Background: an optimization exercise with open tools, aiming at small area, a short achievable clock period and few clock cycles. Do not read the settings as production practice. The RTL was checked by simulation tests, not by an equivalence proof against the original design. Power is estimated from default activity; no workload was simulated.

<file path="design/flow/flow/run.sh">
#!/bin/bash
# The standard layout (standard.sh) with two changes to how it is made:
#  - the resizer's setup repair aims for SETUP_SLACK_MARGIN ns of slack at the design's
#    clock period (the constraints themselves are unchanged);
#  - the port buffers that buffer_ports inserts are plain buffers (buf_2) instead of the
#    default delay cell; the resizer may resize them like any other cell.
# make's full output goes to flow_make.log in the work folder.
set -euo pipefail
bash standard.sh SETUP_SLACK_MARGIN=12.0 "BUFFER_PORTS_ARGS=-buffer_cell sky130_fd_sc_hd__buf_2" finish > flow_make.log 2>&1
</file>
<file path="design/flow/standard.sh">
#!/bin/bash
# synth_recipe.tcl (not shown) runs the flow's synth.tcl, then flattens the netlist and writes it again
# the make line also repeats each setting of config.mk as NAME=value (left out here)
make -C /OpenROAD-flow-scripts/flow DESIGN_CONFIG=/design/flow/config.mk WORK_HOME=/design/flow/orfs CLKGATE_MAP_FILE= SYNTH_SCRIPT=/design/flow/synth_recipe.tcl "${@:-finish}"
</file>
<file path="design/flow/config.mk">
export PLATFORM = sky130hd
export DESIGN_NAME = pipeline_cpu
export DESIGN_NICKNAME = pipeline_cpu
export VERILOG_FILES = /design/flow/design.v
export SDC_FILE = /design/flow/constraint.sdc
export NUM_CORES = 4
export LEC_CHECK = 0
export CAP_MARGIN = 20
export CELL_PAD_IN_SITES_DETAIL_PLACEMENT = 1
export CELL_PAD_IN_SITES_GLOBAL_PLACEMENT = 1
export CORE_MARGIN = 2
export CORE_UTILIZATION = 40
export CTS_CLUSTER_DIAMETER = 100
export CTS_CLUSTER_SIZE = 20
export SLEW_MARGIN = 20
</file>
<file path="design/flow/constraint.sdc">
create_clock -name core_clock -period 16.5 [get_ports {clk}]
set_input_delay 3.3000 -clock core_clock [delete_from_list [all_inputs] [get_ports {clk}]]
set_output_delay 3.3000 -clock core_clock [all_outputs]
set_load 0.01 [all_outputs]
</file>
<file path="design/flow/design.v">
module MUX2_1( out, in1, in0, sel ) ;
output	out;
input	in1, in0, sel;
wire	out;
assign	out = sel ? in1 : in0;
endmodule
module fulladder( sum, cout, a, b, cin ) ;
output sum, cout ;
input a, b, cin ;
wire e1, e2, e3 ;
xor( e1, a, b ) ;
and( e2, a, b ) ;
xor( sum, e1, cin ) ;
and( e3, e1, cin ) ;
xor( cout, e2, e3 ) ;
endmodule
module alu1( a, b, cin, cout, sum, Signal ) ;
output cout, sum ;
input a, b, cin ;
input [2:0] Signal ;
wire binvert ;
wire btemp ;
wire s0, s1, s2 ;  
wire ct ;
and( s0, a, b ) ;
or( s1, a, b ) ;
assign binvert = Signal[2] ;
xor( btemp, binvert, b ) ;
fulladder addsub( .sum(s2), .cout(cout), .a(a), .b(btemp), .cin(cin) ) ;
assign sum = ( Signal == 3'b000 ) ? s0 : ( Signal == 3'b001 ) ? s1 : s2 ;  
endmodule
module ALU32( a, b, Signal, result, zero ) ;
input [31:0] a, b ;
input [2:0] Signal ; 
output zero;
output [31:0] result;
wire less ;
wire [31:0] c, sum, set ;
assign set = 32'b0 ;
	alu1 a0( .a(a[0]), .b(b[0]), .cin(Signal[2]), .cout(c[0]), .sum(sum[0]), .Signal(Signal) ) ;
	alu1 a1( .a(a[1]), .b(b[1]), .cin(c[0]), .cout(c[1]), .sum(sum[1]), .Signal(Signal) ) ;
	alu1 a2( .a(a[2]), .b(b[2]), .cin(c[1]), .cout(c[2]), .sum(sum[2]), .Signal(Signal) ) ;
	alu1 a3( .a(a[3]), .b(b[3]), .cin(c[2]), .cout(c[3]), .sum(sum[3]), .Signal(Signal) ) ;
	alu1 a4( .a(a[4]), .b(b[4]), .cin(c[3]), .cout(c[4]), .sum(sum[4]), .Signal(Signal) ) ;
	alu1 a5( .a(a[5]), .b(b[5]), .cin(c[4]), .cout(c[5]), .sum(sum[5]), .Signal(Signal) ) ;
	alu1 a6( .a(a[6]), .b(b[6]), .cin(c[5]), .cout(c[6]), .sum(sum[6]), .Signal(Signal) ) ;
	alu1 a7( .a(a[7]), .b(b[7]), .cin(c[6]), .cout(c[7]), .sum(sum[7]), .Signal(Signal) ) ;
	alu1 a8( .a(a[8]), .b(b[8]), .cin(c[7]), .cout(c[8]), .sum(sum[8]), .Signal(Signal) ) ;
	alu1 a9( .a(a[9]), .b(b[9]), .cin(c[8]), .cout(c[9]), .sum(sum[9]), .Signal(Signal) ) ;
	alu1 a10( .a(a[10]), .b(b[10]), .cin(c[9]), .cout(c[10]), .sum(sum[10]), .Signal(Signal) ) ;
	alu1 a11( .a(a[11]), .b(b[11]), .cin(c[10]), .cout(c[11]), .sum(sum[11]), .Signal(Signal) ) ;
	alu1 a12( .a(a[12]), .b(b[12]), .cin(c[11]), .cout(c[12]), .sum(sum[12]), .Signal(Signal) ) ;
	alu1 a13( .a(a[13]), .b(b[13]), .cin(c[12]), .cout(c[13]), .sum(sum[13]), .Signal(Signal) ) ;
	alu1 a14( .a(a[14]), .b(b[14]), .cin(c[13]), .cout(c[14]), .sum(sum[14]), .Signal(Signal) ) ;
	alu1 a15( .a(a[15]), .b(b[15]), .cin(c[14]), .cout(c[15]), .sum(sum[15]), .Signal(Signal) ) ;
	alu1 a16( .a(a[16]), .b(b[16]), .cin(c[15]), .cout(c[16]), .sum(sum[16]), .Signal(Signal) ) ;
	alu1 a17( .a(a[17]), .b(b[17]), .cin(c[16]), .cout(c[17]), .sum(sum[17]), .Signal(Signal) ) ;
	alu1 a18( .a(a[18]), .b(b[18]), .cin(c[17]), .cout(c[18]), .sum(sum[18]), .Signal(Signal) ) ;
	alu1 a19( .a(a[19]), .b(b[19]), .cin(c[18]), .cout(c[19]), .sum(sum[19]), .Signal(Signal) ) ;
	alu1 a20( .a(a[20]), .b(b[20]), .cin(c[19]), .cout(c[20]), .sum(sum[20]), .Signal(Signal) ) ;
	alu1 a21( .a(a[21]), .b(b[21]), .cin(c[20]), .cout(c[21]), .sum(sum[21]), .Signal(Signal) ) ;
	alu1 a22( .a(a[22]), .b(b[22]), .cin(c[21]), .cout(c[22]), .sum(sum[22]), .Signal(Signal) ) ;
	alu1 a23( .a(a[23]), .b(b[23]), .cin(c[22]), .cout(c[23]), .sum(sum[23]), .Signal(Signal) ) ;
	alu1 a24( .a(a[24]), .b(b[24]), .cin(c[23]), .cout(c[24]), .sum(sum[24]), .Signal(Signal) ) ;
	alu1 a25( .a(a[25]), .b(b[25]), .cin(c[24]), .cout(c[25]), .sum(sum[25]), .Signal(Signal) ) ;
	alu1 a26( .a(a[26]), .b(b[26]), .cin(c[25]), .cout(c[26]), .sum(sum[26]), .Signal(Signal) ) ;
	alu1 a27( .a(a[27]), .b(b[27]), .cin(c[26]), .cout(c[27]), .sum(sum[27]), .Signal(Signal) ) ;
	alu1 a28( .a(a[28]), .b(b[28]), .cin(c[27]), .cout(c[28]), .sum(sum[28]), .Signal(Signal) ) ;
	alu1 a29( .a(a[29]), .b(b[29]), .cin(c[28]), .cout(c[29]), .sum(sum[29]), .Signal(Signal) ) ;
	alu1 a30( .a(a[30]), .b(b[30]), .cin(c[29]), .cout(c[30]), .sum(sum[30]), .Signal(Signal) ) ;
	alu1 a31( .a(a[31]), .b(b[31]), .cin(c[30]), .cout(c[31]), .sum(sum[31]), .Signal(Signal) ) ;
	assign less = ( sum[31] == 1'b1 ) ? 1 : 0 ;  
	assign result = ( Signal == 3'b111 ) ? less : sum[31:0] ; 
	assign zero = ( result == 32'b0 ) ? 1'b1 : 1'b0 ; 
endmodule
module Shifter( dataA, dataB, dataOut );
input [31:0] dataA ;
input [4:0] dataB ;  
output [31:0] dataOut ;
wire [31:0] 	ST1, ST2, ST3, ST4;  
wire [31:0]     set, temp;
MUX2_1 m0( ST1[0], 1'b0, dataA[0], dataB[0] );
MUX2_1 m1( ST1[1], dataA[0], dataA[1], dataB[0] );
MUX2_1 m2( ST1[2], dataA[1], dataA[2], dataB[0] );
MUX2_1 m3( ST1[3], dataA[2], dataA[3], dataB[0] );
MUX2_1 m4( ST1[4], dataA[3], dataA[4], dataB[0] );
MUX2_1 m5( ST1[5], dataA[4], dataA[5], dataB[0] );
MUX2_1 m6( ST1[6], dataA[5], dataA[6], dataB[0] );
MUX2_1 m7( ST1[7], dataA[6], dataA[7], dataB[0] );
MUX2_1 m8( ST1[8], dataA[7], dataA[8], dataB[0] );
MUX2_1 m9( ST1[9], dataA[8], dataA[9], dataB[0] );
MUX2_1 m10( ST1[10], dataA[9], dataA[10], dataB[0] );
MUX2_1 m11( ST1[11], dataA[10], dataA[11], dataB[0] );
MUX2_1 m12( ST1[12], dataA[11], dataA[12], dataB[0] );
MUX2_1 m13( ST1[13], dataA[12], dataA[13], dataB[0] );
MUX2_1 m14( ST1[14], dataA[13], dataA[14], dataB[0] );
MUX2_1 m15( ST1[15], dataA[14], dataA[15], dataB[0] );
MUX2_1 m16( ST1[16], dataA[15], dataA[16], dataB[0] );
MUX2_1 m17( ST1[17], dataA[16], dataA[17], dataB[0] );
MUX2_1 m18( ST1[18], dataA[17], dataA[18], dataB[0] );
MUX2_1 m19( ST1[19], dataA[18], dataA[19], dataB[0] );
MUX2_1 m20( ST1[20], dataA[19], dataA[20], dataB[0] );
MUX2_1 m21( ST1[21], dataA[20], dataA[21], dataB[0] );
MUX2_1 m22( ST1[22], dataA[21], dataA[22], dataB[0] );
MUX2_1 m23( ST1[23], dataA[22], dataA[23], dataB[0] );
MUX2_1 m24( ST1[24], dataA[23], dataA[24], dataB[0] );
MUX2_1 m25( ST1[25], dataA[24], dataA[25], dataB[0] );
MUX2_1 m26( ST1[26], dataA[25], dataA[26], dataB[0] );
MUX2_1 m27( ST1[27], dataA[26], dataA[27], dataB[0] );
MUX2_1 m28( ST1[28], dataA[27], dataA[28], dataB[0] );
MUX2_1 m29( ST1[29], dataA[28], dataA[29], dataB[0] );
MUX2_1 m30( ST1[30], dataA[29], dataA[30], dataB[0] );
MUX2_1 m31( ST1[31], dataA[30], dataA[31], dataB[0] );
MUX2_1 ms0( ST2[0], 1'b0, ST1[0], dataB[1] );
MUX2_1 ms1( ST2[1], 1'b0, ST1[1], dataB[1] );
MUX2_1 ms2( ST2[2], ST1[0], ST1[2], dataB[1] );
MUX2_1 ms3( ST2[3], ST1[1], ST1[3], dataB[1] );
MUX2_1 ms4( ST2[4], ST1[2], ST1[4], dataB[1] );
MUX2_1 ms5( ST2[5], ST1[3], ST1[5], dataB[1] );
MUX2_1 ms6( ST2[6], ST1[4], ST1[6], dataB[1] );
MUX2_1 ms7( ST2[7], ST1[5], ST1[7], dataB[1] );
MUX2_1 ms8( ST2[8], ST1[6], ST1[8], dataB[1] );
MUX2_1 ms9( ST2[9], ST1[7], ST1[9], dataB[1] );
MUX2_1 ms10( ST2[10], ST1[8], ST1[10], dataB[1] );
MUX2_1 ms11( ST2[11], ST1[9], ST1[11], dataB[1] );
MUX2_1 ms12( ST2[12], ST1[10], ST1[12], dataB[1] );
MUX2_1 ms13( ST2[13], ST1[11], ST1[13], dataB[1] );
MUX2_1 ms14( ST2[14], ST1[12], ST1[14], dataB[1] );
MUX2_1 ms15( ST2[15], ST1[13], ST1[15], dataB[1] );
MUX2_1 ms16( ST2[16], ST1[14], ST1[16], dataB[1] );
MUX2_1 ms17( ST2[17], ST1[15], ST1[17], dataB[1] );
MUX2_1 ms18( ST2[18], ST1[16], ST1[18], dataB[1] );
MUX2_1 ms19( ST2[19], ST1[17], ST1[19], dataB[1] );
MUX2_1 ms20( ST2[20], ST1[18], ST1[20], dataB[1] );
MUX2_1 ms21( ST2[21], ST1[19], ST1[21], dataB[1] );
MUX2_1 ms22( ST2[22], ST1[20], ST1[22], dataB[1] );
MUX2_1 ms23( ST2[23], ST1[21], ST1[23], dataB[1] );
MUX2_1 ms24( ST2[24], ST1[22], ST1[24], dataB[1] );
MUX2_1 ms25( ST2[25], ST1[23], ST1[25], dataB[1] );
MUX2_1 ms26( ST2[26], ST1[24], ST1[26], dataB[1] );
MUX2_1 ms27( ST2[27], ST1[25], ST1[27], dataB[1] );
MUX2_1 ms28( ST2[28], ST1[26], ST1[28], dataB[1] );
MUX2_1 ms29( ST2[29], ST1[27], ST1[29], dataB[1] );
MUX2_1 ms30( ST2[30], ST1[28], ST1[30], dataB[1] );
MUX2_1 ms31( ST2[31], ST1[29], ST1[31], dataB[1] );
MUX2_1 mt0( ST3[0], 1'b0, ST2[0], dataB[2] );
MUX2_1 mt1( ST3[1], 1'b0, ST2[1], dataB[2] );
MUX2_1 mt2( ST3[2], 1'b0, ST2[2], dataB[2] );
MUX2_1 mt3( ST3[3], 1'b0, ST2[3], dataB[2] );
MUX2_1 mt4( ST3[4], ST2[0], ST2[4], dataB[2] );
MUX2_1 mt5( ST3[5], ST2[1], ST2[5], dataB[2] );
MUX2_1 mt6( ST3[6], ST2[2], ST2[6], dataB[2] );
MUX2_1 mt7( ST3[7], ST2[3], ST2[7], dataB[2] );
MUX2_1 mt8( ST3[8], ST2[4], ST2[8], dataB[2] );
MUX2_1 mt9( ST3[9], ST2[5], ST2[9], dataB[2] );
MUX2_1 mt10( ST3[10], ST2[6], ST2[10], dataB[2] );
MUX2_1 mt11( ST3[11], ST2[7], ST2[11], dataB[2] );
MUX2_1 mt12( ST3[12], ST2[8], ST2[12], dataB[2] );
MUX2_1 mt13( ST3[13], ST2[9], ST2[13], dataB[2] );
MUX2_1 mt14( ST3[14], ST2[10], ST2[14], dataB[2] );
MUX2_1 mt15( ST3[15], ST2[11], ST2[15], dataB[2] );
MUX2_1 mt16( ST3[16], ST2[12], ST2[16], dataB[2] );
MUX2_1 mt17( ST3[17], ST2[13], ST2[17], dataB[2] );
MUX2_1 mt18( ST3[18], ST2[14], ST2[18], dataB[2] );
MUX2_1 mt19( ST3[19], ST2[15], ST2[19], dataB[2] );
MUX2_1 mt20( ST3[20], ST2[16], ST2[20], dataB[2] );
MUX2_1 mt21( ST3[21], ST2[17], ST2[21], dataB[2] );
MUX2_1 mt22( ST3[22], ST2[18], ST2[22], dataB[2] );
MUX2_1 mt23( ST3[23], ST2[19], ST2[23], dataB[2] );
MUX2_1 mt24( ST3[24], ST2[20], ST2[24], dataB[2] );
MUX2_1 mt25( ST3[25], ST2[21], ST2[25], dataB[2] );
MUX2_1 mt26( ST3[26], ST2[22], ST2[26], dataB[2] );
MUX2_1 mt27( ST3[27], ST2[23], ST2[27], dataB[2] );
MUX2_1 mt28( ST3[28], ST2[24], ST2[28], dataB[2] );
MUX2_1 mt29( ST3[29], ST2[25], ST2[29], dataB[2] );
MUX2_1 mt30( ST3[30], ST2[26], ST2[30], dataB[2] );
MUX2_1 mt31( ST3[31], ST2[27], ST2[31], dataB[2] );
MUX2_1 mf0( ST4[0], 1'b0, ST3[0], dataB[3] );
MUX2_1 mf1( ST4[1], 1'b0, ST3[1], dataB[3] );
MUX2_1 mf2( ST4[2], 1'b0, ST3[2], dataB[3] );
MUX2_1 mf3( ST4[3], 1'b0, ST3[3], dataB[3] );
MUX2_1 mf4( ST4[4], 1'b0, ST3[4], dataB[3] );
MUX2_1 mf5( ST4[5], 1'b0, ST3[5], dataB[3] );
MUX2_1 mf6( ST4[6], 1'b0, ST3[6], dataB[3] );
MUX2_1 mf7( ST4[7], 1'b0, ST3[7], dataB[3] );
MUX2_1 mf8( ST4[8], ST3[0], ST3[8], dataB[3] );
MUX2_1 mf9( ST4[9], ST3[1], ST3[9], dataB[3] );
MUX2_1 mf10( ST4[10], ST3[2], ST3[10], dataB[3] );
MUX2_1 mf11( ST4[11], ST3[3], ST3[11], dataB[3] );
MUX2_1 mf12( ST4[12], ST3[4], ST3[12], dataB[3] );
MUX2_1 mf13( ST4[13], ST3[5], ST3[13], dataB[3] );
MUX2_1 mf14( ST4[14], ST3[6], ST3[14], dataB[3] );
MUX2_1 mf15( ST4[15], ST3[7], ST3[15], dataB[3] );
MUX2_1 mf16( ST4[16], ST3[8], ST3[16], dataB[3] );
MUX2_1 mf17( ST4[17], ST3[9], ST3[17], dataB[3] );
MUX2_1 mf18( ST4[18], ST3[10], ST3[18], dataB[3] );
MUX2_1 mf19( ST4[19], ST3[11], ST3[19], dataB[3] );
MUX2_1 mf20( ST4[20], ST3[12], ST3[20], dataB[3] );
MUX2_1 mf21( ST4[21], ST3[13], ST3[21], dataB[3] );
MUX2_1 mf22( ST4[22], ST3[14], ST3[22], dataB[3] );
MUX2_1 mf23( ST4[23], ST3[15], ST3[23], dataB[3] );
MUX2_1 mf24( ST4[24], ST3[16], ST3[24], dataB[3] );
MUX2_1 mf25( ST4[25], ST3[17], ST3[25], dataB[3] );
MUX2_1 mf26( ST4[26], ST3[18], ST3[26], dataB[3] );
MUX2_1 mf27( ST4[27], ST3[19], ST3[27], dataB[3] );
MUX2_1 mf28( ST4[28], ST3[20], ST3[28], dataB[3] );
MUX2_1 mf29( ST4[29], ST3[21], ST3[29], dataB[3] );
MUX2_1 mf30( ST4[30], ST3[22], ST3[30], dataB[3] );
MUX2_1 mf31( ST4[31], ST3[23], ST3[31], dataB[3] );
MUX2_1 mff0( temp[0], 1'b0, ST4[0], dataB[4] );
MUX2_1 mff1( temp[1], 1'b0, ST4[1], dataB[4] );
MUX2_1 mff2( temp[2], 1'b0, ST4[2], dataB[4] );
MUX2_1 mff3( temp[3], 1'b0, ST4[3], dataB[4] );
MUX2_1 mff4( temp[4], 1'b0, ST4[4], dataB[4] );
MUX2_1 mff5( temp[5], 1'b0, ST4[5], dataB[4] );
MUX2_1 mff6( temp[6], 1'b0, ST4[6], dataB[4] );
MUX2_1 mff7( temp[7], 1'b0, ST4[7], dataB[4] );
MUX2_1 mff8( temp[8], 1'b0, ST4[8], dataB[4] );
MUX2_1 mff9( temp[9], 1'b0, ST4[9], dataB[4] );
MUX2_1 mff10( temp[10], 1'b0, ST4[10], dataB[4] );
MUX2_1 mff11( temp[11], 1'b0, ST4[11], dataB[4] );
MUX2_1 mff12( temp[12], 1'b0, ST4[12], dataB[4] );
MUX2_1 mff13( temp[13], 1'b0, ST4[13], dataB[4] );
MUX2_1 mff14( temp[14], 1'b0, ST4[14], dataB[4] );
MUX2_1 mff15( temp[15], 1'b0, ST4[15], dataB[4] );
MUX2_1 mff16( temp[16], ST4[0], ST4[16], dataB[4] );
MUX2_1 mff17( temp[17], ST4[1], ST4[17], dataB[4] );
MUX2_1 mff18( temp[18], ST4[2], ST4[18], dataB[4] );
MUX2_1 mff19( temp[19], ST4[3], ST4[19], dataB[4] );
MUX2_1 mff20( temp[20], ST4[4], ST4[20], dataB[4] );
MUX2_1 mff21( temp[21], ST4[5], ST4[21], dataB[4] );
MUX2_1 mff22( temp[22], ST4[6], ST4[22], dataB[4] );
MUX2_1 mff23( temp[23], ST4[7], ST4[23], dataB[4] );
MUX2_1 mff24( temp[24], ST4[8], ST4[24], dataB[4] );
MUX2_1 mff25( temp[25], ST4[9], ST4[25], dataB[4] );
MUX2_1 mff26( temp[26], ST4[10], ST4[26], dataB[4] );
MUX2_1 mff27( temp[27], ST4[11], ST4[27], dataB[4] );
MUX2_1 mff28( temp[28], ST4[12], ST4[28], dataB[4] );
MUX2_1 mff29( temp[29], ST4[13], ST4[29], dataB[4] );
MUX2_1 mff30( temp[30], ST4[14], ST4[30], dataB[4] );
MUX2_1 mff31( temp[31], ST4[15], ST4[31], dataB[4] );
assign dataOut = temp ; 
endmodule
module TotalALU( Operation, opcode, immed, a, b, result, zero, clk );
input clk;
input [2:0] Operation;
input [5:0] opcode ;
input [15:0] immed ;
input [31:0] a, b ;
output zero ;
output [31:0] result ;
parameter AND = 6'b100100;
parameter OR  = 6'b100101;
parameter ADD = 6'b100000;
parameter SUB = 6'b100010;
parameter SLT = 6'b101010;
parameter SLL = 6'b000000;
parameter MULTU=6'b011001;
parameter MFHI= 6'b010000;
parameter MFLO= 6'b010010;
wire [5:0] get_immed ;
wire [31:0] ALUOut, ShifterOut ;
	assign get_immed = immed[5:0];
ALU32 ALU( .a(a), .b(b), .Signal(Operation), .result(ALUOut), .zero(zero) );
Shifter Shifter( .dataA(b), .dataB(immed[10:6]), .dataOut(ShifterOut) );
	assign result = ( Operation == 3'b100 ) ? ShifterOut : ALUOut;
endmodule
module mux2( sel, a, b, y );
    parameter bitwidth=32;
    input sel;
    input  [bitwidth-1:0] a, b;
    output [bitwidth-1:0] y;
    assign y = sel ? b : a;
endmodule
module mux3( sel, a, b, c, y );
    parameter bitwidth=32;
    input [1:0] sel;
    input  [bitwidth-1:0] a, b, c;
    output [bitwidth-1:0] y;
    assign y = (sel == 2'b01) ? b : (sel == 2'b10) ? c : a;
endmodule
module add32(a, b, result);
  input [31:0] a, b;
  output [31:0] result;
  assign result = a + b;
endmodule
module sign_extend( immed_in, ext_immed_out );
	input[15:0] immed_in;
	output[31:0] ext_immed_out;
	assign ext_immed_out = { {16{immed_in[15]}}, immed_in };
endmodule
module alu_ctl(ALUOp, Funct, ALUOperation);
    input [1:0] ALUOp;
    input [5:0] Funct;
    output [2:0] ALUOperation;
    reg    [2:0] ALUOperation;
    parameter F_add = 6'd32;
    parameter F_sub = 6'd34;
    parameter F_and = 6'd36;
    parameter F_or  = 6'd37;
    parameter F_slt = 6'd42;
    parameter F_sll = 6'd00;
    parameter ALU_add = 3'b010;
    parameter ALU_sub = 3'b110;
    parameter ALU_and = 3'b000;
    parameter ALU_or  = 3'b001;
    parameter ALU_slt = 3'b111;
    parameter ALU_sll = 3'b100;
    always @(*) begin
        case (ALUOp)
            2'b00 : ALUOperation = ALU_add;
            2'b01 : ALUOperation = ALU_sub;
            default : case (Funct)
                        F_sub : ALUOperation = ALU_sub;
                        F_and : ALUOperation = ALU_and;
                        F_or  : ALUOperation = ALU_or;
                        F_slt : ALUOperation = ALU_slt;
                        F_sll : ALUOperation = ALU_sll;
                        default : ALUOperation = ALU_add;
                      endcase
        endcase
    end
endmodule
module control_unit( opcode, funct, RegDst, ALUSrc, MemtoReg, RegWrite, MemRead, MemWrite,
                     Branch, Jump, Link, ALUOp, Mult, MfHi, MfLo, UseRs, UseRt );
    input  [5:0] opcode, funct;
    output RegDst, ALUSrc, MemtoReg, RegWrite, MemRead, MemWrite, Branch, Jump, Link;
    output Mult, MfHi, MfLo, UseRs, UseRt;
    output [1:0] ALUOp;
    reg RegDst, ALUSrc, MemtoReg, RegWrite, MemRead, MemWrite, Branch, Jump, Link;
    reg Mult, MfHi, MfLo, UseRs, UseRt;
    reg [1:0] ALUOp;
    parameter R_FORMAT = 6'd0;
    parameter ADDIU = 6'd9;
    parameter LW = 6'd35;
    parameter SW = 6'd43;
    parameter BEQ = 6'd4;
    parameter J = 6'd2;
    parameter JAL = 6'd3;
    parameter F_mul  = 6'd25;
    parameter F_sll  = 6'd0;
    parameter F_mfhi = 6'b010000;
    parameter F_mflo = 6'b010010;
    always @(*) begin
        RegDst = 1'b0; ALUSrc = 1'b0; MemtoReg = 1'b0; RegWrite = 1'b0; MemRead = 1'b0;
        MemWrite = 1'b0; Branch = 1'b0; Jump = 1'b0; Link = 1'b0; ALUOp = 2'b00;
        Mult = 1'b0; MfHi = 1'b0; MfLo = 1'b0; UseRs = 1'b0; UseRt = 1'b0;
        case ( opcode )
          R_FORMAT : begin
                RegDst = 1'b1; ALUOp = 2'b10;
                case ( funct )
                  F_mul  : begin Mult = 1'b1; UseRs = 1'b1; UseRt = 1'b1; end
                  F_mfhi : begin MfHi = 1'b1; RegWrite = 1'b1; end
                  F_mflo : begin MfLo = 1'b1; RegWrite = 1'b1; end
                  F_sll  : begin UseRt = 1'b1; RegWrite = 1'b1; end
                  default: begin UseRs = 1'b1; UseRt = 1'b1; RegWrite = 1'b1; end
                endcase
            end
          ADDIU : begin ALUSrc = 1'b1; RegWrite = 1'b1; UseRs = 1'b1; end
          LW    : begin ALUSrc = 1'b1; MemtoReg = 1'b1; RegWrite = 1'b1; MemRead = 1'b1; UseRs = 1'b1; end
          SW    : begin ALUSrc = 1'b1; MemWrite = 1'b1; UseRs = 1'b1; UseRt = 1'b1; end
          BEQ   : begin Branch = 1'b1; ALUOp = 2'b01; UseRs = 1'b1; UseRt = 1'b1; end
          J     : begin Jump = 1'b1; end
          JAL   : begin Jump = 1'b1; Link = 1'b1; RegWrite = 1'b1; end
          default : ;
        endcase
    end
endmodule
module reg_file( clk, RegWrite, RN1, RN2, WN, WD, RD1, RD2 );
	input clk;
	input RegWrite;
	input [4:0] RN1, RN2, WN;
	input [31:0] WD;
	output [31:0] RD1, RD2;
	reg [31:0] file_array [31:1];
	assign RD1 = ( RN1 == 5'd0 ) ? 32'd0 :
	             ( RegWrite && ( WN == RN1 ) ) ? WD : file_array[RN1];
	assign RD2 = ( RN2 == 5'd0 ) ? 32'd0 :
	             ( RegWrite && ( WN == RN2 ) ) ? WD : file_array[RN2];
	always @( posedge clk ) begin
		if ( RegWrite && ( WN != 5'd0 ) )
			file_array[WN] <= WD;
	end
endmodule
module ForwardingUnit( MEM_wr, MEM_rd, WB_wr, WB_rd, EX_rs, EX_rt, ForwardA, ForwardB );
input MEM_wr, WB_wr;
input [4:0] MEM_rd, WB_rd, EX_rs, EX_rt;
output [1:0] ForwardA, ForwardB;
assign ForwardA = ( MEM_wr && MEM_rd != 5'd0 && MEM_rd == EX_rs ) ? 2'b10 :
                  ( WB_wr  && WB_rd  != 5'd0 && WB_rd  == EX_rs ) ? 2'b01 : 2'b00;
assign ForwardB = ( MEM_wr && MEM_rd != 5'd0 && MEM_rd == EX_rt ) ? 2'b10 :
                  ( WB_wr  && WB_rd  != 5'd0 && WB_rd  == EX_rt ) ? 2'b01 : 2'b00;
endmodule
module Multiplier( clk, reset, start, dataA, dataB, busy, HiOut, LoOut );
input clk, reset, start;
input [31:0] dataA, dataB;
output busy;
output [31:0] HiOut, LoOut;
reg busy;
reg [4:0] counter;
reg [31:0] mcand;
reg [63:0] prod;
reg [63:0] HiLo;
wire [32:0] sum;
assign sum = prod[0] ? ( {1'b0, prod[63:32]} + {1'b0, mcand} ) : {1'b0, prod[63:32]};
always @( posedge clk ) begin
  if ( reset ) begin
    busy <= 1'b0;
    counter <= 5'd0;
    HiLo <= 64'd0;
  end
  else if ( start ) begin
    busy <= 1'b1;
    counter <= 5'd0;
    mcand <= dataA;
    prod <= {32'd0, dataB};
  end
  else if ( busy ) begin
    prod <= {sum, prod[31:1]};
    counter <= counter + 5'd1;
    if ( counter == 5'd31 ) begin
      busy <= 1'b0;
      HiLo <= {sum, prod[31:1]};
    end
  end
end
assign HiOut = HiLo[63:32];
assign LoOut = HiLo[31:0];
endmodule
module pipeline_cpu( clk, rst,
                     imem_addr, imem_rdata,
                     dmem_addr, dmem_wdata, dmem_we, dmem_re, dmem_rdata,
                     wb_we, wb_addr, wb_data );
	input clk, rst;
	output [31:0] imem_addr;
	input  [31:0] imem_rdata;
	output [31:0] dmem_addr, dmem_wdata;
	output dmem_we, dmem_re;
	input  [31:0] dmem_rdata;
	output wb_we;
	output [4:0] wb_addr;
	output [31:0] wb_data;
	localparam MN = 8;
	reg  [31:2] pc;
	reg         ifid_valid;
	reg  [31:0] ifid_ir;	 
	reg         idex_valid, idex_we, idex_memrd, idex_memwr, idex_beq, idex_mult, idex_sub;
	reg         idex_s_add, idex_s_and, idex_s_or, idex_s_slt, idex_s_sll, idex_s_hi, idex_s_lo;
	reg         idex_fa_mem, idex_fa_wb, idex_fa_reg;
	reg         idex_fb_mem, idex_fb_wb, idex_fb_reg;
	reg         idex_bi, idex_bm, idex_bw, idex_br;
	reg  [4:0]  idex_wn;
	reg  [29:0] idex_imm;	 
	reg  [31:0] idex_a, idex_b;
	reg         exmem_we, exmem_memrd, exmem_memwr;
	reg  [4:0]  exmem_wn;
	reg  [31:0] exmem_result, exmem_sd;
	reg         memwb_we;
	reg  [4:0]  memwb_wn;
	reg  [31:0] memwb_wd;
	reg         wbo_we;
	reg  [4:0]  wbo_wn;
	reg  [31:0] wbo_wd;
	reg  [31:0] rf [31:1];
	reg         mul_busy;
	reg  [4:0]  mul_cnt;
	reg  [31:0] mcand;
	reg  [33:0] mcand3;		 
	reg  [63:0] hilo;
	wire [31:2] pc4 = pc + 30'd1;
	assign imem_addr = { pc, 2'b00 };
	wire if_jump = ~imem_rdata[31] & imem_rdata[27];
	wire [5:0]  opcode = ifid_ir[31:26];
	wire [4:0]  rs     = ifid_ir[25:21];
	wire [4:0]  rt     = ifid_ir[20:16];
	wire [4:0]  rd     = ifid_ir[15:11];
	wire [5:0]  funct  = ifid_ir[5:0];
	wire op_r     = ( opcode == 6'd0 );
	wire op_addiu = ( opcode == 6'd9 );
	wire op_lw    = ( opcode == 6'd35 );
	wire op_sw    = ( opcode == 6'd43 );
	wire op_beq   = ( opcode == 6'd4 );
	wire op_jal   = ( opcode == 6'd3 );
	wire f_mult   = op_r & ( funct == 6'd25 );
	wire f_mfhi   = op_r & ( funct == 6'd16 );
	wire f_mflo   = op_r & ( funct == 6'd18 );
	wire f_sll    = op_r & ( funct == 6'd0 );
	wire f_alu    = op_r & funct[5];
	wire f_sub    = f_alu & ( funct[3:0] == 4'd2 );
	wire f_and    = f_alu & ( funct[3:0] == 4'd4 );
	wire f_or     = f_alu & ( funct[3:0] == 4'd5 );
	wire f_slt    = f_alu & ( funct[3:0] == 4'd10 );
	wire f_add    = f_alu & ( funct[3:0] == 4'd0 );
	wire beq_same = op_beq & ( rs == rt );
	wire [31:0] link = { pc[31:28], ifid_ir[25:0], 2'b00 };
	wire beq_cond = op_beq & ~beq_same;
	wire use_rs   = f_alu | f_mult | op_addiu | op_lw | op_sw | beq_cond;
	wire use_rt   = f_alu | f_sll | f_mult | op_sw | beq_cond;
	wire [4:0] wn = op_jal ? 5'd31 : op_r ? rd : rt;
	wire wr       = ( f_alu | f_sll | f_mfhi | f_mflo | op_addiu | op_lw | op_jal ) & ( wn != 5'd0 );
	wire alusrc   = op_addiu | op_lw | op_sw;
	reg  [31:0] rf_ra, rf_rb;
	integer ri;
	always @(*) begin
		rf_ra = 32'd0;
		rf_rb = 32'd0;
		for ( ri = 1; ri < 32; ri = ri + 1 ) begin
			rf_ra = rf_ra | ( {32{rs == ri}} & rf[ri] );
			rf_rb = rf_rb | ( {32{rt == ri}} & rf[ri] );
		end
	end
	wire byp_a = memwb_we & ( memwb_wn == rs );
	wire byp_b = memwb_we & ( memwb_wn == rt );
	wire [31:0] rf_a = byp_a ? memwb_wd : op_jal ? 32'd0 : rf_ra;
	wire [31:0] rf_b = byp_b ? memwb_wd : op_jal ? link  : rf_rb;
	wire fa_mem = ~op_jal & idex_valid & idex_we & ( idex_wn == rs );
	wire fa_wb  = ~op_jal & ~fa_mem & exmem_we & ( exmem_wn == rs );
	wire fb_mem = ~op_jal & idex_valid & idex_we & ( idex_wn == rt );
	wire fb_wb  = ~op_jal & ~fb_mem & exmem_we & ( exmem_wn == rt );
	wire [31:2] id_target = pc + { {14{ifid_ir[15]}}, ifid_ir[15:0] };
	wire mul_last = mul_busy & ( mul_cnt == MN - 1 );
	wire load_use = idex_valid & idex_memrd & idex_we &
	                ( ( use_rs & ( rs == idex_wn ) ) | ( use_rt & ( rt == idex_wn ) ) );
	wire mul_haz  = ( f_mult | f_mfhi | f_mflo ) & ( ( idex_valid & idex_mult ) | ( mul_busy & ~mul_last ) );
	wire id_stall = ifid_valid & ( load_use | mul_haz );
	wire id_go    = ifid_valid & ~id_stall;
	wire [31:0] ex_a  = ( {32{idex_fa_mem}} & exmem_result ) | ( {32{idex_fa_wb}} & memwb_wd ) | ( {32{idex_fa_reg}} & idex_a );
	wire [31:0] ex_b  = ( {32{idex_fb_mem}} & exmem_result ) | ( {32{idex_fb_wb}} & memwb_wd ) | ( {32{idex_fb_reg}} & idex_b );
	wire [31:0] ex_imm = { {16{idex_imm[15]}}, idex_imm[15:0] };
	wire [31:0] alu_b = ( {32{idex_bm}} & exmem_result ) | ( {32{idex_bw}} & memwb_wd ) | ( {32{idex_br}} & idex_b ) |
	                    ( {32{idex_bi}} & ex_imm );
	wire [31:0] sum   = ex_a + ( alu_b ^ {32{idex_sub}} ) + { 31'd0, idex_sub };
	wire [31:0] shl   = alu_b << idex_imm[10:6];
	wire [31:0] ex_result = ( {32{idex_s_add}}  & sum ) |
	                        ( {32{idex_s_and}}  & ( ex_a & alu_b ) ) |
	                        ( {32{idex_s_or}}   & ( ex_a | alu_b ) ) |
	                        ( {32{idex_s_slt}}  & { 31'd0, sum[31] } ) |
	                        ( {32{idex_s_sll}}  & shl ) |
	                        ( {32{idex_s_hi}}   & hilo[63:32] ) |
	                        ( {32{idex_s_lo}}   & hilo[31:0] );
	wire mispredict = idex_valid & idex_beq & ( ex_a == ex_b );
	wire mul_start  = idex_valid & idex_mult;
	assign dmem_addr  = exmem_result;
	assign dmem_wdata = exmem_sd;
	assign dmem_we    = exmem_memwr;
	assign dmem_re    = exmem_memrd;
	assign wb_we   = wbo_we;
	assign wb_addr = wbo_wn;
	assign wb_data = wbo_wd;
	always @( posedge clk ) begin
		if ( memwb_we )
			rf[memwb_wn] <= memwb_wd;
	end
	wire [1:0]  md0 = hilo[1:0];
	wire [1:0]  md1 = hilo[3:2];
	wire [33:0] pp0 = ( {34{md0 == 2'd1}} & { 2'b00, mcand } ) | ( {34{md0 == 2'd2}} & { 1'b0, mcand, 1'b0 } ) |
	                  ( {34{md0 == 2'd3}} & mcand3 );
	wire [33:0] pp1 = ( {34{md1 == 2'd1}} & { 2'b00, mcand } ) | ( {34{md1 == 2'd2}} & { 1'b0, mcand, 1'b0 } ) |
	                  ( {34{md1 == 2'd3}} & mcand3 );
	wire [35:0] macc = { 4'd0, hilo[63:32] } + { 2'b00, pp0 } + { pp1, 2'b00 };
	always @( posedge clk ) begin
		if ( rst ) begin
			mul_busy <= 1'b0;
			mul_cnt  <= 5'd0;
			hilo     <= 64'd0;
		end
		else if ( mul_start ) begin
			mul_busy <= 1'b1;
			mul_cnt  <= 5'd0;
			mcand    <= ex_a;
			mcand3   <= { 2'b00, ex_a } + { 1'b0, ex_a, 1'b0 };
			hilo     <= { 32'd0, ex_b };
		end
		else if ( mul_busy ) begin
			hilo    <= { macc, hilo[31:4] };
			mul_cnt <= mul_cnt + 5'd1;
			if ( mul_last )
				mul_busy <= 1'b0;
		end
	end
	always @( posedge clk ) begin
		if ( rst ) begin
			pc          <= 30'd0;
			ifid_valid  <= 1'b0;
			idex_valid  <= 1'b0;
			exmem_we    <= 1'b0;
			exmem_memrd <= 1'b0;
			exmem_memwr <= 1'b0;
			memwb_we    <= 1'b0;
			wbo_we      <= 1'b0;
		end
		else begin
			if ( mispredict )                pc <= idex_imm;
			else if ( id_stall )             pc <= pc;
			else if ( id_go & beq_same )     pc <= id_target;
			else if ( if_jump )              pc <= { pc4[31:28], imem_rdata[25:0] };
			else                             pc <= pc4;
			if ( mispredict || ( id_go && beq_same ) )
				ifid_valid <= 1'b0;
			else if ( !id_stall ) begin
				ifid_valid <= 1'b1;
				ifid_ir    <= if_jump ? { imem_rdata[31:26], pc4[27:2] } : imem_rdata;
			end
			idex_valid <= id_go & ~mispredict;
			exmem_we    <= idex_valid & idex_we;
			exmem_memrd <= idex_valid & idex_memrd;
			exmem_memwr <= idex_valid & idex_memwr;
			memwb_we    <= exmem_we;
			wbo_we      <= exmem_we;
		end
		idex_we   <= wr;
		idex_memrd <= op_lw;
		idex_memwr <= op_sw;
		idex_beq  <= beq_cond;
		idex_mult <= f_mult;
		idex_sub  <= f_sub | f_slt;
		idex_s_add <= f_add | f_sub | op_addiu | op_lw | op_sw | op_jal;
		idex_s_and <= f_and;
		idex_s_or  <= f_or;
		idex_s_slt <= f_slt;
		idex_s_sll <= f_sll;
		idex_s_hi  <= f_mfhi;
		idex_s_lo  <= f_mflo;
		idex_fa_mem <= fa_mem;
		idex_fa_wb  <= fa_wb;
		idex_fa_reg <= ~fa_mem & ~fa_wb;
		idex_fb_mem <= fb_mem;
		idex_fb_wb  <= fb_wb;
		idex_fb_reg <= ~fb_mem & ~fb_wb;
		idex_bi <= alusrc;
		idex_bm <= ~alusrc & fb_mem;
		idex_bw <= ~alusrc & fb_wb;
		idex_br <= ~alusrc & ~fb_mem & ~fb_wb;
		idex_wn  <= wn;
		idex_imm <= op_beq ? id_target : { 14'd0, ifid_ir[15:0] };
		idex_a   <= rf_a;
		idex_b   <= rf_b;
		exmem_wn     <= idex_wn;
		exmem_result <= ex_result;
		exmem_sd     <= ex_b;
		memwb_wn <= exmem_wn;
		memwb_wd <= exmem_memrd ? dmem_rdata : exmem_result;
		wbo_wn   <= {5{exmem_we}} & exmem_wn;
		wbo_wd   <= {32{exmem_we}} & ( exmem_memrd ? dmem_rdata : exmem_result );
	end
endmodule
</file>
==> impl_metrics.toml, run 1 <==
[detailed_routing]
wl_um = 351000
wl_per_cell_um = 41.7
drc = 0
vias = 59900
drtAntennaViolNets = 0
first_pass_iters = 10
first_iter_violations = 9768
vias_per_cell = 7.13

[worst_setup_path]
critPathKind = "reg -> out"
crit_path_end_kind = "primary output"
critPathSlowestCell = "dfxtp_4"
arrival_ps = 1360
cp_num_buf_inv = 2
crit_fanout = 2
critPathTopFamily = "flip-flops"
path_cells = "buf_12, buf_6"
cpPeakStageDelay_ps = 360
required_ps = 13200
critPathLaunchType = "flop"

[grt]
grt_max_degree = 80
met2_usage_pct = 58.9
grt.busiest_layer = "met2"
overflow = 0
gr-usage-all-layers_pct = 38.0
antenna_found_initial = 16
grtUsageMet3_pct = 10.6
met1_usage_pct = 46.6
grt_pass1_vias = 58600
grt_pass1_wl_um = 476000

[floorplan]
coreArea_um2 = 174000
io_pins = 202
dieHeight_um = 422
start_util_pct = 40.2
dieArea_um2 = 178000
die_w_um = 422
num_rows = 153

[yosys]
yosysSeqAreaShare_pct = 57.4
netlist_area_um2 = 70000
ys_types = 89
ys_top_cells_by_area = "edfxtp_1 47%, dfxtp_1 11%, a22oi_1 4.8%"
synth_most_common_cell = "edfxtp_1"
ys_ff_latch = 1460
synthTopCellsByCount = "1089 x edfxtp_1, 446 x a22oi_1, 379 x nand2_1, 371 x dfxtp_1, 358 x a22o_1"
ys_warn_count = 1
syn_inst = 5828
yosysTopAreaCell = "edfxtp_1"
async_flop_share_pct = 0
synth.avg_cell_area_um2 = 12.0
synth-edff-count = 1089
synth_ff_type = "edfxtp_1"
synth.top_cell.area_share_pct = 46.7

[final_layout]
biggestRegsByFlops = "rf x992, hilo x64, mcand3 x34"
largest_reg_flops = 992
fill_cells = 18200
drive_gt1_share_pct = 16.8
synthToLayoutAreaGrowth_pct = 13.1
max_flop_register = "rf"
fin_nets = 6258

[timing]
setup_tns_ps = 0
rsz0062_at_grt = "true"
setup_ws_ps = 11840
slew_headroom_pct = 14.4
slew_viol_final = 0
fmax_mhz = 215
final_period_minus_worst_setup_slack_ps = 4660
fin_worst_skew_ps = 57.7
timing.final.crit_share_pct = 28.2
setup_violations = 0
hold_viol = 0
tightest_slew_ps = 1270

[power_and_ir_drop]
p_int_mw = 5.53
power_switching_mw = 2.37
power_density_nw_per_um2 = 99.8
clockPowerShare_pct = 28.9
switching_share_pct = 30.0
seqPwrFrac_pct = 52.2
pwr-share-comb_pct = 18.9
p_leak_nw = 27.8
vdd_ir_drop_max_v = 0.0000971

[job]
maxCapViolCount = 0

[clock_network]
ctsHoldBuffers = 0
cts_root_buffer = "clkbuf_16"
clkTransAtPathRegs_ps = 100
cts_sinks = 1460
numCtsBuffers = 85
cts_buffer_depth = 3
cts-htree-levels = 3
cts_tree = "done"
clock_latency_ps = 790

[placement]
place.port_buffers = 199
place_ws_ps = 11140
hpwl_um = 206000
place_congestion = 0.914

[min_path]
hp-class = "reg -> reg"

[status]
status = "complete, no violations"
[worst paths after layout]
check              startpoint           to  slack [ps]  cells past startpoint
setup / recovery  exmem_memrd      dmem_re       11840                      2
hold / removal     idex_wn[3]  exmem_wn[3]         390                      0
hold reg to reg    idex_wn[3]  exmem_wn[3]         390                      0
setup reg to reg  ifid_ir[22]   idex_a[29]       12020                     10
[worst reg2reg max path, delay by kind of cell (launching register included)]
| family | cells | cell delay, ps |
|---|---|---|
| compound gates | 4 | 1180 |
| simple gates | 3 | 1630 |
| flops | 1 | 430 |
| buf+inv | 3 | 1220 |
[kinds of logic (layout without fill, tap and decap cells)]
kind of cell | after synthesis | after routing | synth area share (%)
compound gates | 1975 | 1975 | 21.3
flops | 1460 | 1460 | 57.4
fa+ha+maj | 166 | 166 | 3.33
other cells | 1 | 14 | 0.00536
xor+xnor | 233 | 233 | 2.92
buf+inv | 485 | 725 | 2.68
simple gates | 1305 | 1305 | 9.20
mux | 203 | 203 | 3.20
[power groups by stage]
stage | clock [mW] | combinational [mW] | sequential [mW]
after floorplan | 0 | 0.789 | 4.20
after global placement | 0 | 1.33 | 4.21
after detailed placement | 0 | 1.35 | 4.21
after CTS | 2.29 | 1.42 | 4.12
after global routing | 2.40 | 1.56 | 4.13
final | 2.28 | 1.49 | 4.12
[per-stage QoR]
step                      std cells  area [um2]  util (%)  hold slack, ps  total power, mW
after global placement         8162       74700      43.0             386             5.54
after CTS                      8371       78700      45.3             386             7.84
after global routing           8394       79100      45.5             388             8.09
after floorplan                5829       70000         -             373             4.99
after detailed placement       8163       74700      43.0             390             5.56
final                          8406       79100      45.5             385             7.90
[cells in the final DEF, fill, tap and decap left out, drive strengths merged, types with 66 or more instances in the layout]
cell and count:
a211oi 90, a21o 66, a21oi 158, a221oi 297, a222oi 71, a22o 358
a22oi 448, buf 509, clkbuf 116, dfxtp 371, edfxtp 1089, ha 132
inv 84, mux2 122, mux2i 77, nand2 380, nand3 140, nand4 178
nor2 283, o21ai 263, xnor2 123, xor2 110
[per-layer routing]
metal | vias up | part of all wire [%]
met3 | 1263 | 12
met5 | - | 0.012
met4 | 8 | 7.8
met2 | 4577 | 44
li1 | 23700 | -
met1 | 30400 | 36
[layout make-up]
cell class / count / area (um2) / share of cell area [%]
clock inverters: 16 / 183 / 0.231
multi-input cells: 3884 / 28800 / 36.4
inverters: 82 / 312 / 0.394
repair buffers: 512 / 4200 / 5.31
well taps: 2325 / 2910 / 3.68
diodes: 12 / 30.0 / 0.0379
repair inverters: 1 / 7.51 / 0.00948
clock buffers: 114 / 2260 / 2.85
flip-flops and latches: 1460 / 40500 / 51.1
[what timing repair did]
action                     4_1_cts  5_1_grt
setup buffers                   76       22
resized for setup              298       57
pin swaps                        6        9
gates cloned                     2        0
setup endpoints to repair      196      201
Testbench counts, summed over its fixed seeds: cycles 13,324.
==> inputs of run 2 (changes only) <==
==> design/flow/flow/run.sh (replaced) <==
#!/bin/bash
# The standard layout (standard.sh) with two changes to how it is made:
#  - the resizer's setup repair aims for SETUP_SLACK_MARGIN ns of slack at the design's
#    clock period (the constraints themselves are unchanged);
#  - the port buffers that buffer_ports inserts are plain buffers (buf_1) instead of the
#    default delay cell; the resizer may resize them like any other cell.
# make's full output goes to flow_make.log in the work folder.
set -euo pipefail
bash standard.sh SETUP_SLACK_MARGIN=11.8 "BUFFER_PORTS_ARGS=-buffer_cell sky130_fd_sc_hd__buf_1" finish > flow_make.log 2>&1
--- a/design/flow/config.mk
+++ b/design/flow/config.mk
@@ -9,7 +9,7 @@
 export CELL_PAD_IN_SITES_DETAIL_PLACEMENT = 1
 export CELL_PAD_IN_SITES_GLOBAL_PLACEMENT = 1
 export CORE_MARGIN = 2
-export CORE_UTILIZATION = 40
+export CORE_UTILIZATION = 50
 export CTS_CLUSTER_DIAMETER = 100
 export CTS_CLUSTER_SIZE = 20
 export SLEW_MARGIN = 20
==> impl_metrics.toml, run 2 <==
[timing]
setup_tns_ps = 0
slew_viol_final = 0
timing.final.crit_share_pct = 28.9
tightest_slew_ps = 1230
setup_violations = 0
rsz0062_at_grt = "true"
fmax_mhz = 209
final_period_minus_worst_setup_slack_ps = 4780
hold_viol = 0
slew_headroom_pct = 17.0
fin_worst_skew_ps = 49.0

[final_layout]
largest_reg_flops = 992
final_common_cell = "edfxtp_1"
drive_gt1_share_pct = 11.5
fill_cells = 14100
register_area_um2 = 40300
final_cell_mix = "1089 x edfxtp_1, 446 x a22oi_1, 377 x nand2_1"
fin_nets = 6159
biggestRegsByFlops = "rf x992, hilo x64, mcand3 x34"
multiInputGateArea_um2 = 28800
synthToLayoutAreaGrowth_pct = 9.57
max_flop_register = "rf"

[detailed_routing]
drtAntennaViolNets = 0
wl_per_cell_um = 42.7
vias = 60500
drc = 0
first_iter_violations = 11100
first_pass_iters = 8
wl_um = 335000
vias_per_cell = 7.71

[yosys]
synth.top_cell.area_share_pct = 46.7
yosysTopAreaCell = "edfxtp_1"
synth_ff_type = "edfxtp_1"
ys_top_cells_by_area = "edfxtp_1 47%, dfxtp_1 11%, a22oi_1 4.8%"
synth-edff-count = 1089
async_flop_share_pct = 0
netlist_area_um2 = 70000
synth.avg_cell_area_um2 = 12.0
syn_inst = 5828
synthTopCellsByCount = "1089 x edfxtp_1, 446 x a22oi_1, 379 x nand2_1, 371 x dfxtp_1, 358 x a22o_1"
ys_warn_count = 1
ys_types = 89
yosysSeqAreaShare_pct = 57.4
ys_ff_latch = 1460
synth_most_common_cell = "edfxtp_1"

[worst_setup_path]
crit_fanout = 22
cpPeakStageDelay_ps = 1050
r2r-start = "ifid_ir[17]"
path_cells = "nand2b_1, nor2_4, buf_4, a22o_1, a221oi_1, nand4_1, o21ai_0, o21ai_0"
rrSetupSlack_ps = 11730
critPathSlowestCell = "nor2_4"
crit_path_end_kind = "flop"
critPathMostFrequentCell = "o21ai_0"
r2r_cells = 8
arrival_ps = 5370
critPathKind = "reg -> reg"
rr_endpoint = "idex_b[0]"
required_ps = 17100
critPathLaunchType = "flop"

[floorplan]
die_w_um = 378
dieArea_um2 = 143000
coreArea_um2 = 139000
start_util_pct = 50.3
num_rows = 137
dieHeight_um = 378
io_pins = 202

[clock_network]
clkTransAtPathRegs_ps = 100
cts_buffer_depth = 3
cts_tree = "done"
cts-htree-levels = 3
cts_root_buffer = "clkbuf_16"
numCtsBuffers = 84
cts_sinks = 1460
clock_latency_ps = 780

[placement]
place_congestion = 0.956
hpwl_um = 200000
place.port_buffers = 199

[grt]
gr-usage-all-layers_pct = 45.7
grt_max_degree = 103
grt_pass1_wl_um = 456000
overflow = 0
grt_pass1_vias = 58200
antenna_found_initial = 22

[power_and_ir_drop]
power_density_nw_per_um2 = 102
p_leak_nw = 26.5
power_mw = 7.79
vdd_ir_drop_max_v = 0.000122

[status]
status = "complete, no violations"

[min_path]
hp-class = "reg -> reg"
hp-start = "idex_wn[4]"
hold-path-cell-count = 0
hold_end = "exmem_wn[4]"

[job]
maxCapViolCount = 0
run 2: cell counts after synthesis:
No cell type changed its count.
run 2: kinds of logic after synthesis:
| kind of cell | after synthesis | share of synthesized area, % |
|---|---|---|
| flip-flops | 1460 | 57.4 |
| other | 1 | 0.00536 |
| XOR/XNOR | 233 | 2.92 |
| AO/OA/AOI/OAI | 1975 | 21.3 |
| adder cells (fa/ha/maj) | 166 | 3.33 |
| buffers and inverters | 485 | 2.68 |
| AND/OR/NAND/NOR | 1305 | 9.20 |
| multiplexers | 203 | 3.20 |
run 2: report_power, final:
part           total [mW]  switching (mW)  internal, mW
logic                1.38           0.926         0.458
registers            4.14           0.102          4.04
clock network        2.27            1.28         0.986
run 2: per-stage QoR:
stage	hold slack, ps	util (%)	instances	instance area (um2)	setup slack [ps]
global route	407	55.1	7836	76600	11680
finish	400	55.1	7842	76700	11730
global placement	386	53.0	7697	73700	10720
floorplan	373	-	5829	70000	11390
CTS	399	54.9	7825	76500	11590
detailed placement	386	53.0	7698	73700	10750
run 2: worst max path at each step:
stage,cells after the start,to,start
after global routing,16,hilo[62],hilo[2]
after floorplan,4,mcand3[0],rst
after global placement,7,hilo[49],rst
final,8,idex_b[0],ifid_ir[17]
after detailed placement,7,hilo[49],rst
after CTS,1,imem_addr[31],pc[31]
run 2: timing repair:
| action | CTS | global route |
|---|---|---|
| cloned | 1 | 0 |
| pin swaps | 4 | 4 |
| resized for setup | 109 | 33 |
| hold buffers | 0 | 0 |
| buffers inserted | 9 | 8 |
| endpoints found under the setup margin | 114 | 68 |
run 2: worst max-delay path, delay by kind of cell (launching register included):
kind	cells	cell delay [ps]
buffers and inverters	1	680
flip-flops	1	870
AO/OA/AOI/OAI	4	1250
AND/OR/NAND/NOR	3	1820
run 2: layout make-up:
cell class,count,area share (%)
Multi-Input combinational cell,3884,37.5
Clock inverter,11,0.274
Antenna cell,8,0.0261
Inverter,82,0.406
Timing Repair Buffer,414,3.20
Sequential cell,1460,52.6
Tap cell,1876,3.06
Timing Repair inverter,1,0.00979
Clock buffer,106,2.92
run 2: routing by layer:
metal | GRT usage, % | part of all wire, %
met5 | 0.446 | 0.070
met4 | 28.4 | 7.6
met3 | 15.9 | 14
met2 | 67.7 | 43
met1 | 57.0 | 35
==> inputs of run 3 (changes only) <==
--- a/design/flow/flow/run.sh
+++ b/design/flow/flow/run.sh
@@ -6,4 +6,4 @@
 #    default delay cell; the resizer may resize them like any other cell.
 # make's full output goes to flow_make.log in the work folder.
 set -euo pipefail
-bash standard.sh SETUP_SLACK_MARGIN=11.8 "BUFFER_PORTS_ARGS=-buffer_cell sky130_fd_sc_hd__buf_1" finish > flow_make.log 2>&1
+bash standard.sh SETUP_SLACK_MARGIN=12.0 "BUFFER_PORTS_ARGS=-buffer_cell sky130_fd_sc_hd__buf_1" finish > flow_make.log 2>&1
==> impl_metrics.toml, run 3 <==
[detailed_routing]
first_iter_violations = 11200
first_pass_iters = 10
wl_um = 338000
vias = 61000
vias_per_cell = 7.70
drtAntennaViolNets = 0
wl_per_cell_um = 42.6
drc = 0

[worst_setup_path]
required_ps = 13200
r2r-start = "ifid_ir[22]"
crit_path_end_kind = "primary output"
critPathKind = "reg -> out"
r2r_cells = 8
crit_fanout = 2
startpoint = "pc[28]"
critPathLaunchType = "flop"
arrival_ps = 1350

[timing]
rsz0062_at_grt = "true"
fin_worst_skew_ps = 44.5
timing.final.crit_share_pct = 28.2
tightest_slew_ps = 1310
slew_viol_final = 0
fmax_mhz = 215
slew_headroom_pct = 12.0
setup_tns_ps = 0
setup_violations = 0
final_period_minus_worst_setup_slack_ps = 4650
hold_viol = 0

[clock_network]
cts_tree = "done"
cts_buffer_depth = 3
ctsHoldBuffers = 0
clock_latency_ps = 760
cts_root_buffer = "clkbuf_16"
clkTransAtPathRegs_ps = 90
cts-htree-levels = 3
cts_sinks = 1460
numCtsBuffers = 85

[grt]
overflow = 0
gr-usage-all-layers_pct = 46.1
met1_usage_pct = 57.6
grtUsageMet3_pct = 16.2
met2_usage_pct = 68.6
grt_pass1_wl_um = 460000
grt_max_degree = 103
grt.busiest_layer = "met2"
grt_pass1_vias = 58900
antenna_found_initial = 24

[status]
status = "complete, no violations"

[yosys]
ys_ff_latch = 1460
synth_most_common_cell = "edfxtp_1"
ys_types = 89
async_flop_share_pct = 0
ys_warn_count = 1
synth.top_cell.area_share_pct = 46.7
netlist_area_um2 = 70000
ys_top_cells_by_area = "edfxtp_1 47%, dfxtp_1 11%, a22oi_1 4.8%"
yosysTopAreaCell = "edfxtp_1"
synth-edff-count = 1089
yosysSeqAreaShare_pct = 57.4
synthTopCellsByCount = "1089 x edfxtp_1, 446 x a22oi_1, 379 x nand2_1, 371 x dfxtp_1, 358 x a22o_1"
synth_ff_type = "edfxtp_1"
syn_inst = 5828
synth.avg_cell_area_um2 = 12.0

[floorplan]
dieArea_um2 = 143000
die_w_um = 378
coreArea_um2 = 139000
num_rows = 137
dieHeight_um = 378
io_pins = 202
start_util_pct = 50.3

[final_layout]
largest_reg_flops = 992
utilization_pct = 56.3
biggestRegsByFlops = "rf x992, hilo x64, mcand3 x34"
final_cell_mix = "1089 x edfxtp_1, 445 x a22oi_1, 377 x nand2_1"
fin_nets = 6240
synthToLayoutAreaGrowth_pct = 12.0
max_flop_register = "rf"
final_common_cell = "edfxtp_1"
fill_cells = 14000
drive_gt1_share_pct = 15.6
multiInputGateArea_um2 = 28800
register_area_um2 = 40500

[power_and_ir_drop]
p_leak_nw = 27.6
vdd_ir_drop_max_v = 0.000116
power_density_nw_per_um2 = 101

[placement]
place_congestion = 0.933
place.port_buffers = 199
hpwl_um = 197000

[job]
maxCapViolCount = 0

[min_path]
hp-start = "idex_wn[0]"
hold-path-cell-count = 0
hp-class = "reg -> reg"
[run 3: cell families (layout without fill, tap and decap cells)]
group           Yosys count  count (layout)  share of synthesized area, %
compound gates         1975            1975                          21.3
flops                  1460            1460                          57.4
simple gates           1305            1305                          9.20
buf+inv                 485             696                          2.68
xor+xnor                233             233                          2.92
mux                     203             203                          3.20
fa+ha+maj               166             166                          3.33
other cells               1               8                       0.00536
[run 3: final timing paths]
| check | to | slack [ps] |
|---|---|---|
| worst min register to register | exmem_wn[0] | 400 |
| worst min-delay path | exmem_wn[0] | 400 |
| worst max register to register | idex_a[26] | 11950 |
| worst max-delay path | imem_addr[28] | 11850 |
[run 3: metrics by stage]
stage	area [um2]	setup WS [ps]	hold slack (ps)	instances	power, mW
after floorplan	70000	11390	373	5829	4.99
after global placement	73800	11110	383	7703	5.50
after detailed placement	73800	11050	383	7704	5.53
after CTS	77900	11690	396	7892	7.79
after global routing	78300	11810	407	7916	8.06
final	78400	11850	397	7922	7.88
[run 3: what timing repair did]
action,4_1_cts,5_1_grt
cloned,1,0
endpoints found under the setup margin,201,196
pin swaps,2,11
setup buffers,68,21
gates resized for setup,423,73
[run 3: report_power, final]
part | internal, mW | switching [mW]
logic | 0.507 | 0.950
clock network | 0.994 | 1.29
registers | 4.04 | 0.0937
[run 3: worst max-delay path, cell delays in order, from the launching register on]
cell and delay (ps):
dfxtp_2 340, buf_12 130, buf_6 120
[run 3: metal layers]
| layer | share of wire, % | routed length (um) |
|---|---|---|
| met5 | 0.11 | 355 |
| met3 | 15 | 49300 |
| met2 | 43 | 145000 |
| met1 | 35 | 118000 |
| met4 | 7.5 | 25500 |
[run 3: cell type report]
class,instances,area share [%]
Multi-Input combinational cell,3884,36.8
Clock buffer,104,2.83
Clock inverter,15,0.329
Sequential cell,1460,51.6
Tap cell,1876,3.00
Timing Repair inverter,1,0.00958
Timing Repair Buffer,494,4.99
Inverter,82,0.398
Antenna cell,6,0.0192
==> inputs of run 4 (changes only) <==
--- a/design/flow/design.v
+++ b/design/flow/design.v
@@ -463,7 +463,7 @@
 	reg  [31:0] wbo_wd;
 	reg  [31:0] rf [31:1];
 	reg         mul_busy;
-	reg  [4:0]  mul_cnt;
+	reg  [2:0]  mul_cnt;
 	reg  [31:0] mcand;
 	reg  [33:0] mcand3;		 
 	reg  [63:0] hilo;
@@ -561,19 +561,19 @@
 	always @( posedge clk ) begin
 		if ( rst ) begin
 			mul_busy <= 1'b0;
-			mul_cnt  <= 5'd0;
+			mul_cnt  <= 3'd0;
 			hilo     <= 64'd0;
 		end
 		else if ( mul_start ) begin
 			mul_busy <= 1'b1;
-			mul_cnt  <= 5'd0;
+			mul_cnt  <= 3'd0;
 			mcand    <= ex_a;
 			mcand3   <= { 2'b00, ex_a } + { 1'b0, ex_a, 1'b0 };
 			hilo     <= { 32'd0, ex_b };
 		end
 		else if ( mul_busy ) begin
 			hilo    <= { macc, hilo[31:4] };
-			mul_cnt <= mul_cnt + 5'd1;
+			mul_cnt <= mul_cnt + 3'd1;
 			if ( mul_last )
 				mul_busy <= 1'b0;
 		end
--- a/design/flow/config.mk
+++ b/design/flow/config.mk
@@ -11,5 +11,5 @@
 export CORE_MARGIN = 2
 export CORE_UTILIZATION = 50
 export CTS_CLUSTER_DIAMETER = 100
-export CTS_CLUSTER_SIZE = 20
+export CTS_CLUSTER_SIZE = 24
 export SLEW_MARGIN = 20
==> impl_metrics.toml, run 4 <==
[clock_network]
cts_root_buffer = "clkbuf_16"
cts_buffer_depth = 3
cts_sinks = 1458
numCtsBuffers = 74
cts-htree-levels = 3
cts_tree = "done"
clock_latency_ps = 790
clkTransAtPathRegs_ps = 110

[worst_setup_path]
arrival_ps = 5340
crit_path_end_kind = "flop"
critPathKind = "reg -> reg"
rrSetupSlack_ps = 11830
r2r-start = "ifid_ir[17]"
rr_endpoint = "idex_b[2]"
crit_fanout = 23
startpoint = "ifid_ir[17]"
required_ps = 17170
critPathLaunchType = "flop"
r2r_cells = 9

[grt]
grt_pass1_wl_um = 460000
grt_max_degree = 77
antenna_found_initial = 22
grt_pass1_vias = 59200
gr-usage-all-layers_pct = 46.1
overflow = 0

[detailed_routing]
first_pass_iters = 10
wl_per_cell_um = 42.3
drtAntennaViolNets = 0
vias = 60800
wl_um = 337000
drc = 0
vias_per_cell = 7.65
first_iter_violations = 11000

[yosys]
ys_top_cells_by_area = "edfxtp_1 47%, dfxtp_1 11%, a22oi_1 5.0%"
synth_ff_type = "edfxtp_1"
synth.avg_cell_area_um2 = 11.9
yosysTopAreaCell = "edfxtp_1"
synthTopCellsByCount = "1089 x edfxtp_1, 468 x a22oi_1, 376 x nand2_1, 369 x dfxtp_1, 344 x a22o_1"
syn_inst = 5865
yosysSeqAreaShare_pct = 57.4
ys_types = 86
async_flop_share_pct = 0
synth.top_cell.area_share_pct = 46.8
synth-edff-count = 1089
ys_ff_latch = 1458
netlist_area_um2 = 69900
ys_warn_count = 1
synth_most_common_cell = "edfxtp_1"

[final_layout]
final_common_cell = "edfxtp_1"
largest_reg_flops = 992
final_cell_mix = "1089 x edfxtp_1, 464 x a22oi_1, 372 x nand2_1"
fill_cells = 14000
synthToLayoutAreaGrowth_pct = 11.8
multiInputGateArea_um2 = 28900
register_area_um2 = 40400
biggestRegsByFlops = "rf x992, hilo x64, mcand3 x34"
drive_gt1_share_pct = 15.3
fin_nets = 6269
max_flop_register = "rf"

[floorplan]
die_w_um = 378
dieHeight_um = 378
dieArea_um2 = 143000
start_util_pct = 50.2
coreArea_um2 = 139000
io_pins = 202
num_rows = 137

[placement]
hpwl_um = 200000
place_congestion = 0.957
place.port_buffers = 199

[timing]
fin_worst_skew_ps = 78.8
hold_viol = 0
tightest_slew_ps = 1270
rsz0062_at_grt = "true"
final_period_minus_worst_setup_slack_ps = 4670
slew_viol_final = 0
timing.final.crit_share_pct = 28.3
slew_headroom_pct = 15.3
setup_violations = 0
hold_ws_ps = 410
fmax_mhz = 214
setup_tns_ps = 0

[job]
maxCapViolCount = 0

[status]
status = "complete, no violations"

[power_and_ir_drop]
vdd_ir_drop_max_v = 0.000130
p_leak_nw = 27.3
power_density_nw_per_um2 = 99.0

[min_path]
hp-class = "reg -> reg"
hold-path-cell-count = 0
hold_end = "exmem_wn[0]"
hp-start = "idex_wn[0]"
run 4: cell families after synthesis:
kind of cell    synth area share (%)
compound gates                  21.4
xor+xnor                        2.91
fa+ha+maj                       3.36
buf+inv                         2.64
flops                           57.4
mux                             2.88
other cells                  0.00537
simple gates                    9.39
run 4: power breakdown:
group / total (mW) / internal, mW / switching, mW
combinational: 1.43 / 0.493 / 0.933
clock: 2.19 / 0.893 / 1.30
sequential: 4.12 / 4.04 / 0.0847
total: 7.73 / 5.42 / 2.31
run 4: cell type report:
cell class	instances	share of cell area, %
inverters	70	0.339
repair buffers	500	5.12
clock buffers	83	2.45
flip-flops and latches	1458	51.7
multi-input cells	3932	36.9
well taps	1876	3.00
clock inverters	21	0.426
diodes	11	0.0352
run 4: routing by layer:
layer / up-vias / global-route usage, % / part of all wire (%)
met2: 5110 / 68.6 / 43
met4: 24 / 30.8 / 8.7
met1: 30300 / 56.1 / 34
met3: 1649 / 16.6 / 14
met5: - / 0.412 / 0.083
li1: 23800 / - / -
run 4: worst max-delay path: stages, from the launching register on:
cell and delay [ps]:
edfxtp_1 980, nand2b_1 730, nor2_4 880, buf_4 690, a22o_1 230, a221oi_1 50
nand3_1 160, or4_1 450, o21ai_0 180, o21ai_0 190
run 4: worst max-delay path by stage:
stage / to / slack (ps)
final: idex_b[2] / 11830
after CTS: dmem_re / 11840
after floorplan: ifid_ir[0] / 11550
after detailed placement: hilo[62] / 10880
after global routing: imem_addr[29] / 11830
after global placement: hilo[62] / 10920
run 4: timing repair:
action	4_1_cts	5_1_grt
hold buffers	0	0
pin swaps	3	11
gates cloned	2	0
gates resized for setup	404	83
setup endpoints to repair	265	178
setup buffers	70	20
run 4: stage by stage:
step	power [mW]	instance area [um2]	utilization (%)	std cells	setup WS [ps]
floorplan	4.97	70000	-	5866	11550
global placement	5.47	73700	52.9	7739	10920
detailed placement	5.50	73700	52.9	7740	10880
CTS	7.65	77700	55.8	7916	11840
global route	7.91	78100	56.1	7941	11830
finish	7.73	78100	56.1	7951	11830
Testbench counts of run 4, summed over its fixed seeds: cycles 13,324.

-- what the ideal ports hide --
In the flow no input, the clock included, has a driving cell. The finished layouts below were timed again as built, in two steps. Step 1 sets driving cells, clkbuf_16 on the clock port and buf_2 on the other inputs (assumed; they add their load-dependent delay and slew). Step 2 times the ports against the registers' clock, not the clock port: input delays grow and output delays shrink by t, the midpoint of the rising clock arrivals with the driver on. Three values: ideal, step 1, step 2; two values: the first two.
run | shift t [ns] | slack for setup (ns) | worst setup path after step 2 | slew at the worst register clock pin (ns)
run 1 | 0.848 | 11.842 / 11.756 / 11.316 | input to register | 0.10 / 0.10
run 2 | 0.834 | 11.725 / 11.725 / 11.092 | input to register | 0.10 / 0.10
run 3 | 0.830 | 11.849 / 11.765 / 11.317 | input to register | 0.10 / 0.10
run 4 | 0.836 | 11.830 / 11.776 / 11.346 | input to register | 0.11 / 0.11
After both steps every run listed still meets setup and hold. For run 2, which loses most, drivers alone change the setup slack by 0.000 ns; drivers and shift together by -0.633 ns.
